Context: an optimization exercise on an open-source flow, tuned for small area. The choices shown serve that exercise and are no tape-out recipe. In this exercise RTL edits were held to simulation tests only and were not proved equivalent to the original. Power figures rest on the tool's default switching activity, not on a simulated workload.

==> inputs of build 39 <==
Design inc_cond_mppt, start of the top module:
module inc_cond_mppt (
    input wire clk,
    input wire reset,
    input wire start,
    input wire [15:0] voltage_in,
    input wire [15:0] current_in,
    output wire [15:0] duty_cycle,
    output reg mpp_found,
    output wire [15:0] power_out
);
Settings: LEC_CHECK=0, CAP_MARGIN=20, CORE_MARGIN=2, CORE_UTILIZATION=40, SLEW_MARGIN=20; clock period 10.0 ns.
standard.sh (not shown) runs the stock make flow with config.mk's settings and CLKGATE_MAP_FILE= SYNTH_SCRIPT=/design/flow/synth_recipe.tcl, a recipe that flattens the netlist after the stock synthesis.
==> flow/flow/run.sh <==
#!/bin/bash
# Layout flow: the standard ORFS flow, except that
#  - the adder cells mfa/mha of the RTL are mapped straight onto the
#    sky130 full/half adder cells (map.py), and Yosys's own full-adder
#    extraction is off (the design's adders are already explicit),
#  - ABC uses an area-oriented mapping script (abc.script), except for the
#    3a adder of the multiplier (module a3add), which is kept apart until
#    after mapping and mapped for delay (abc_a3.script),
#  - port buffers use the smallest buffer cell.
# Each tool's output goes to a log in this folder (make.log, orfs/logs/).
set -euo pipefail
W=$(pwd)
F=$W/flow
python3 $F/map.py $W/design.v $W/design_mapped.v
sed "s#^\(\s*\)log_cmd abc {\*}\$abc_args#\1log_cmd abc {*}[lreplace \$abc_args 1 1 $F/abc.script] $FLOW_TOP\n\1log_cmd abc {*}[lreplace \$abc_args 1 1 $F/abc_a3.script] a3add#" \
  $FLOW_HOME/scripts/synth.tcl > $W/flow_synth.tcl
grep -q "abc_a3.script" $W/flow_synth.tcl
sed "s#source \$::env(SCRIPTS_DIR)/synth.tcl#source $W/flow_synth.tcl#" $W/synth_recipe.tcl > $W/flow_synth_recipe.tcl
grep -q "flow_synth.tcl" $W/flow_synth_recipe.tcl
sed "s#^export VERILOG_FILES = .*#export VERILOG_FILES = $W/design_mapped.v#" $W/config.mk > $W/flow_config.mk
source $F/settings.sh
make -C $FLOW_HOME DESIGN_CONFIG=$W/flow_config.mk WORK_HOME=$W/orfs CLKGATE_MAP_FILE= \
  SYNTH_SCRIPT=$W/flow_synth_recipe.tcl ADDER_MAP_FILE= SYNTH_KEEP_MODULES=a3add \
  "${MAKE_ARGS[@]}" finish > $W/make.log 2>&1
: # left out here: write the final layout as DEF
Other scripts of this flow, unchanged in this note and not shown: flow/flow/abc.script, flow/flow/abc_a3.script, flow/flow/map.py, flow/flow/place_pre.tcl, flow/flow/settings.sh
==> inputs of trial 36, as changes to build 39 <==
--- a/flow/design.v
+++ b/flow/design.v
@@ -454,17 +454,18 @@
   mfa f124 (.a(bp4_11), .b(bp3_13), .c(bp2_15), .s(s123), .co(c124));
   wire s125, c126;
   mfa f126 (.a(bp1_17), .b(c110), .c(s121), .s(s125), .co(c126));
   wire s127, c128;
   mfa f128 (.a(c112), .b(s123), .c(c114), .s(s127), .co(c128));
   wire s129, c130;
   mfa f130 (.a(s125), .b(c116), .c(s127), .s(s129), .co(c130));
   wire s131, c132;
-  mfa f132 (.a(c118), .b(s129), .c(c120), .s(s131), .co(c132));
+  assign s131 = ~(c118 ^ s129);
+  assign c132 = c118 | s129;
   wire s133, c134;
   mfa f134 (.a(bp7_6), .b(bp6_8), .c(bp5_10), .s(s133), .co(c134));
   wire s135, c136;
   mfa f136 (.a(bp4_12), .b(bp3_14), .c(bp2_16), .s(s135), .co(c136));
   wire s137, c138;
   mfa f138 (.a(c122), .b(s133), .c(c124), .s(s137), .co(c138));
   wire s139, c140;
   mfa f140 (.a(s135), .b(c126), .c(s137), .s(s139), .co(c140));
@@ -484,18 +485,18 @@
   mfa f154 (.a(bp7_8), .b(bp6_10), .c(bp5_12), .s(s153), .co(c154));
   wire s155, c156;
   mfa f156 (.a(bp4_14), .b(bp3_16), .c(c144), .s(s155), .co(c156));
   wire s157, c158;
   mfa f158 (.a(s153), .b(c146), .c(s155), .s(s157), .co(c158));
   wire s159, c160;
   mfa f160 (.a(c148), .b(s157), .c(c150), .s(s159), .co(c160));
   wire x161 = (bp3_17 ^ bp4_15 ^ bp5_13 ^ bp6_11 ^ bp7_9 ^ c154 ^ c156 ^ c158 ^ c160);
-  wire [23:0] rx = {x161, s159, s151, s141, s131, s119, c96, c84, s83, s71, s59, s49, s39, s31, c18, s17, c8, s7, c2, s1, bp1_1, bp1_0, bp0_1, bp0_0};
-  wire [23:0] ry = {1'b1, c152, 1'b1, c132, 1'b1, 1'b1, s107, s95, c72, 1'b1, c50, 1'b1, c32, 1'b1, s23, 1'b1, s11, 1'b1, s3, 1'b1, bp0_3, bp0_2, 1'b1, 1'b1};
+  wire [23:0] rx = {x161, s159, s151, c132, s131, s119, c96, c84, s83, s71, s59, s49, s39, s31, c18, s17, c8, s7, c2, s1, bp1_1, bp1_0, bp0_1, bp0_0};
+  wire [23:0] ry = {1'b1, c152, 1'b1, s141, c120, 1'b1, s107, s95, c72, 1'b1, c50, 1'b1, c32, 1'b1, s23, 1'b1, s11, 1'b1, s3, 1'b1, bp0_3, bp0_2, 1'b1, 1'b1};
   wire [23:0] g0 = rx & ry;
   wire [23:0] p0 = rx ^ ry;
   wire pg162 = g0[0] | (p0[0] & 1'b1);
   wire pg164 = g0[2] | (p0[2] & g0[1]);
   wire pp165 = p0[2] & p0[1];
   wire pg166 = g0[4] | (p0[4] & g0[3]);
   wire pp167 = p0[4] & p0[3];
   wire pg168 = g0[6] | (p0[6] & g0[5]);
==> summary.txt <==
- The starting utilization of the core area is 41.32%.
- The run finished with no timing, DRC or antenna violations.
- The sequential logic power is 235 uW.
- Once layout is complete, the utilization of the core stands at 46.95%.
- The synthesized netlist occupies a cell area of 6051 sq um.
- The total global routing track utilization is 23.73%.
- The sum of met2 wire segment lengths after detailed routing is 8836 um.
- The via count of the first global-routing pass is 5744.
- Summed over all nets, wire length on met3 after detailed routing comes to 1442 um.
- The met1 track utilization from global routing is 33.48%.
- The critical path arrival is 7.71 ns.
the above is filed under trial 36

==> summary.txt <==
- In the layout the commonest cells are sky130_fd_sc_hd__nor2_1 (157), sky130_fd_sc_hd__a221oi_1 (94), sky130_fd_sc_hd__clkinv_1 (86), sky130_fd_sc_hd__fa_1 (79), sky130_fd_sc_hd__nand2_1 (65).
- The total met3 wirelength after detailed routing is 1897 um.
- The sum of met2 wire segment lengths after detailed routing is 8958 um.
- The critical path arrival is 7.67 ns.
- The startpoint class of the critical path is an input port.
- The sequential logic power is 234 uW.
- The via count of the first global-routing pass is 6124.
- Global routing consumed, over all layers together, 24.65% of the routing resources.
- The synthesized netlist occupies a cell area of 6031 sq um.
- The met1 track utilization from global routing is 33.93%.
- The run finished with no timing, DRC or antenna violations.
- Sorting the synthesized cells by how often they occur yields sky130_fd_sc_hd__nor2_1 (170), sky130_fd_sc_hd__clkinv_1 (98), sky130_fd_sc_hd__a221oi_1 (97).
the above is filed under build 39

port drivers added, routing unchanged:
How much do the figures lean on ideal ports? The routed layouts below were timed once more, with nothing changed but the port constraints.
Step 1: set_driving_cell puts a clkbuf_16 on clk and a buf_2 on each other input, an assumption about the parent block.
Step 2 also shifts input and output timing later by t, the mid clock arrival at the registers, as if the neighbouring blocks saw the same clock.
Slacks: ideal ports / drivers / drivers and shift; pairs: ideal ports / drivers.
run | t, ns | setup slack, ns | worst data-port slew with drivers (ns) | pins driven straight from the clock port
build 39 | 0.364 | 0.332 / 0.307 / 0.307 | 0.04 | 1
trial 36 | 0.331 | 0.292 / 0.264 / 0.264 | 0.04 | 1
After both steps setup and hold are still met in every run listed. For trial 36, which loses most, drivers alone change the setup slack by -0.028 ns; drivers and shift together by -0.028 ns.
